Context: an optimization exercise on an open-source flow, tuned for small area and a short achievable clock period. The choices shown serve that exercise and are no tape-out recipe.
At most, simulation tests tie the RTL to the original design; equivalence was not proved.
Power and IR drop assume default switching activity.

## run a
// mk_mac
module mk_mac(CLK,
	      RST_N,
	      put_inp_A_a,
	      EN_put_inp_A,
	      RDY_put_inp_A,
	      put_inp_B_b,
	      EN_put_inp_B,
	      RDY_put_inp_B,
	      put_inp_C_c,
	      EN_put_inp_C,
	      RDY_put_inp_C,
	      put_inp_sel_sel,
	      EN_put_inp_sel,
	      RDY_put_inp_sel,
	      get_mac_op,
	      RDY_get_mac_op);
For scale: ~650 flip-flops.
clock: 9.0 ns
lec_check: 0
abc_area: 1
cap_margin: 20
core_margin: 2
core_utilization: 65
cts_cluster_diameter: 100
cts_cluster_size: 30
place_density: 0.75
slew_margin: 20
standard.sh (not shown) runs the stock make flow with config.mk's settings and CLKGATE_MAP_FILE= SYNTH_SCRIPT=/design/flow/synth_recipe.tcl, a recipe that flattens the netlist after the stock synthesis.
==> flow/flow/run.sh <==
#!/bin/bash
# Standard synthesis, then the standard layout steps with faster port
# buffers and a tighter timing-repair target.
set -e
bash standard.sh synth > synth.log 2>&1
bash standard.sh "BUFFER_PORTS_ARGS=-buffer_cell sky130_fd_sc_hd__buf_2" SETUP_SLACK_MARGIN=6 finish > layout.log 2>&1
### run a -> run b
--- a/flow/design.v
+++ b/flow/design.v
@@ -436,62 +436,63 @@
   wire       ci2 = (ce2 == 8'd255);
   wire       nswp = t2_e < ce2;
   wire [7:0] npc = t2_e - ce2;
   wire [7:0] ncp = ce2 - t2_e;
   wire [7:0] ndif = nswp ? ncp : npc;
   wire       nexc = (t2_e == 8'd255) | ci2;
   wire       nboth0 = (t2_e == 8'd0) & cz2;
   wire       nule = ~nexc & (nboth0 | ((npc == 8'd0) & (t2_f <= t2_c[22:16])));
-  wire       z3 = (k3 == 2'd3) ? nboth0 : (k3 == 2'd1) ? cz2 : 1'b0;
-  reg        t3_s, t3_asel, t3_exc, t3_nan;
+  reg        t3_s, t3_swp, t3_exc, t3_nan, t3_both0, t3_ule;
   reg [4:0]  t3_sh;
   reg [7:0]  t3_e;
   reg [6:0]  t3_f;
-  reg [22:0] t3_cf;
-  reg        t3_cs;
+  reg [31:0] t3_c;
   always @(posedge CLK) begin
-    t3_s  <= t2_s;
-    t3_cs <= t2_c[31];
-    t3_cf <= z3 ? 23'd0 : t2_c[22:0];
+    t3_s <= t2_s;
+    t3_c <= t2_c;
     case (k3)
       2'd3: begin
-        t3_f <= nboth0 ? 7'd0 : t2_f; t3_e <= nswp ? ce2 : t2_e; t3_asel <= nswp | nule;
+        t3_f <= t2_f; t3_e <= nswp ? ce2 : t2_e; t3_swp <= nswp;
         t3_sh <= (nexc | (ndif[7:5] != 3'd0)) ? 5'd31 : ndif[4:0];
         t3_exc <= nexc; t3_nan <= (t2_c[22:0] != 23'd0) | (t2_f != 7'd0);
+        t3_both0 <= nboth0; t3_ule <= nule;
       end
       2'd1: begin
-        t3_f <= 7'd0; t3_e <= ce2; t3_asel <= 1'b1;
+        t3_f <= 7'd0; t3_e <= ce2; t3_swp <= ~cz2;
         t3_sh <= (ci2 | (ce2[7:5] != 3'd0)) ? 5'd31 : ce2[4:0];
         t3_exc <= ci2; t3_nan <= (t2_c[22:0] != 23'd0);
+        t3_both0 <= cz2; t3_ule <= cz2;
       end
       default: begin
-        t3_f <= {~k3[1], 6'd0}; t3_e <= 8'd255; t3_asel <= 1'b0;
+        t3_f <= {~k3[1], 6'd0}; t3_e <= 8'd255; t3_swp <= 1'b0;
         t3_sh <= 5'd31;
         t3_exc <= 1'b1; t3_nan <= (t2_c[22:0] != 23'd0) | ~k3[1];
+        t3_both0 <= 1'b0; t3_ule <= 1'b0;
       end
     endcase
   end
-  wire        asel = t3_asel;
+  wire        asel = t3_swp | t3_ule;
   wire [22:0] mf3 = {t3_f, 16'd0};
-  wire [22:0] af3 = asel ? t3_cf : mf3;
-  wire [22:0] bf3 = asel ? mf3 : t3_cf;
+  wire [22:0] cf3 = t3_c[22:0];
+  wire [22:0] af3 = t3_both0 ? 23'd0 : (asel ? cf3 : mf3);
+  wire [22:0] bf3 = t3_both0 ? 23'd0 : (asel ? mf3 : cf3);
   wire [26:0] bm3 = {1'b1, bf3, 3'b0};
-  wire        sub3 = t3_s ^ t3_cs;
+  wire        sub3 = t3_s ^ t3_c[31];
   wire [26:0] shf3 = (bm3 >> t3_sh) ^ {27{sub3}};
   reg        t4_sub, t4_s, t4_exc, t4_nan;
   reg [7:0]  t4_e;
   reg [22:0] t4_a;
   reg [26:0] t4_b;
   always @(posedge CLK) begin
     t4_sub <= sub3;
-    t4_s   <= asel ? t3_cs : t3_s;
+    t4_s   <= asel ? t3_c[31] : t3_s;
     t4_exc <= t3_exc;
     t4_nan <= t3_nan;
-    t4_e   <= t3_e + 8'd2;
+    t4_e   <= t3_e + 8'd1;
     t4_a   <= af3;
     t4_b   <= shf3;
   end
   wire ad_g1 = 1'b0 & t4_b[0];
   wire ad_x2 = 1'b0 ^ t4_b[0];
   wire ad_g3 = 1'b0 & t4_b[1];
   wire ad_x4 = 1'b0 ^ t4_b[1];
   wire ad_g5 = 1'b0 & t4_b[2];
@@ -802,35 +803,34 @@
   wire lz_c86 = lz_v73 ? lz_c76 : lz_c81;
   wire lz_c87 = lz_v73 ? lz_c77 : lz_c82;
   wire lz_c88 = ~lz_v73;
   wire lz_v = lz_v83;
   wire [4:0] lz_c = {lz_c88, lz_c87, lz_c86, lz_c85, lz_c84};
   wire [4:0] lz = lz_v ? lz_c : 5'd2;
   reg        t6_s, t6_exc, t6_nan;
   reg [7:0]  t6_e;
-  reg [4:0]  t6_l, t6_ln;          
+  reg [4:0]  t6_l;
   reg [27:0] t6_m;
   always @(posedge CLK) begin
     t6_s   <= t5_s;
     t6_exc <= t5_exc;
     t6_nan <= t5_nan;
     t6_e   <= t5_e;                 
     t6_l   <= lz;
-    t6_ln  <= ~lz;
     t6_m   <= t5_m;
   end
   wire [27:0] nm = t6_m << t6_l;
   wire v6 = vld[6];
   reg        t7_s, t7_rnd;
   reg [7:0]  t7_e;
   reg [22:0] t7_f;
   always @(posedge CLK) begin
     t7_s   <= v6 & t6_s;
-    t7_e   <= ~v6 ? 8'd0 : t6_exc ? 8'd255 : t6_e + {3'b111, t6_ln};    
+    t7_e   <= ~v6 ? 8'd0 : t6_exc ? 8'd255 : t6_e - {3'd0, t6_l};
     t7_f   <= ~v6 ? 23'd0 : t6_exc ? (t6_nan ? 23'h400000 : 23'd0) : nm[26:4];
     t7_rnd <= v6 & ~t6_exc & nm[3] & (nm[4] | (nm[2:0] != 3'd0));
   end
   wire ri_g1 = 1'b0 | (t7_f[1] & (t7_rnd & t7_f[0]));
   wire ri_p2 = t7_f[1] & t7_f[0];
   wire ri_g3 = 1'b0;
   wire ri_p4 = t7_f[3] & t7_f[2];
   wire ri_g5 = 1'b0;
Findings:
Comparing portion of total power attributed to combinational logic for run a and run b, the bigger number came from run b. Having completed the whole flow, run b delivered a layout that passed the timing, DRC and antenna checks. Between run b and run a, it is run b whose maximum frequency is lower, by 1.4 MHz. Relative to run a, sequential share of layout area has gone down in run b. Taking run a as the reference, in run b setup slack -11 ps; final hold slack -12 ps; leakage dissipation -0.14 nW; power +about 3.4%. Sort run a and run b by met3 usage, ascending, and run a comes first. Against run a, run b reports a combinational power that is higher. Global-route usage delta (run b -> run a): insignificant.
The RTL of run b was laid out without a check of its function.

[what the ideal ports hide]
Ports are ideal in the flow. The routed layouts listed here were re-timed in OpenROAD. Step 1 (the two cells are an assumption about what drives the block):
set clk [get_ports {CLK}]
set_driving_cell -lib_cell sky130_fd_sc_hd__clkbuf_16 $clk
set_driving_cell -lib_cell sky130_fd_sc_hd__buf_2 [delete_from_list [all_inputs] $clk]
Step 2, shift: input delay + t, output delay - t, t = (earliest + latest rising clock arrival at the registers) / 2. This alone moves slack from input paths to output paths. a / b / c = ideal / step 1 / step 2; a / b = the first two.
run	shift t [ns]	slack for setup (ns)	clock arrival spread, ns	worst slew at a driven data input, ns	cell pins on the clock port's net
run a	0.657	6.116 / 6.057 / 6.132	0.026 / 0.026	0.04	1
run b	0.639	6.105 / 6.069 / 6.105	0.048 / 0.048	0.06	1
After both steps setup and hold are still met in every run listed.
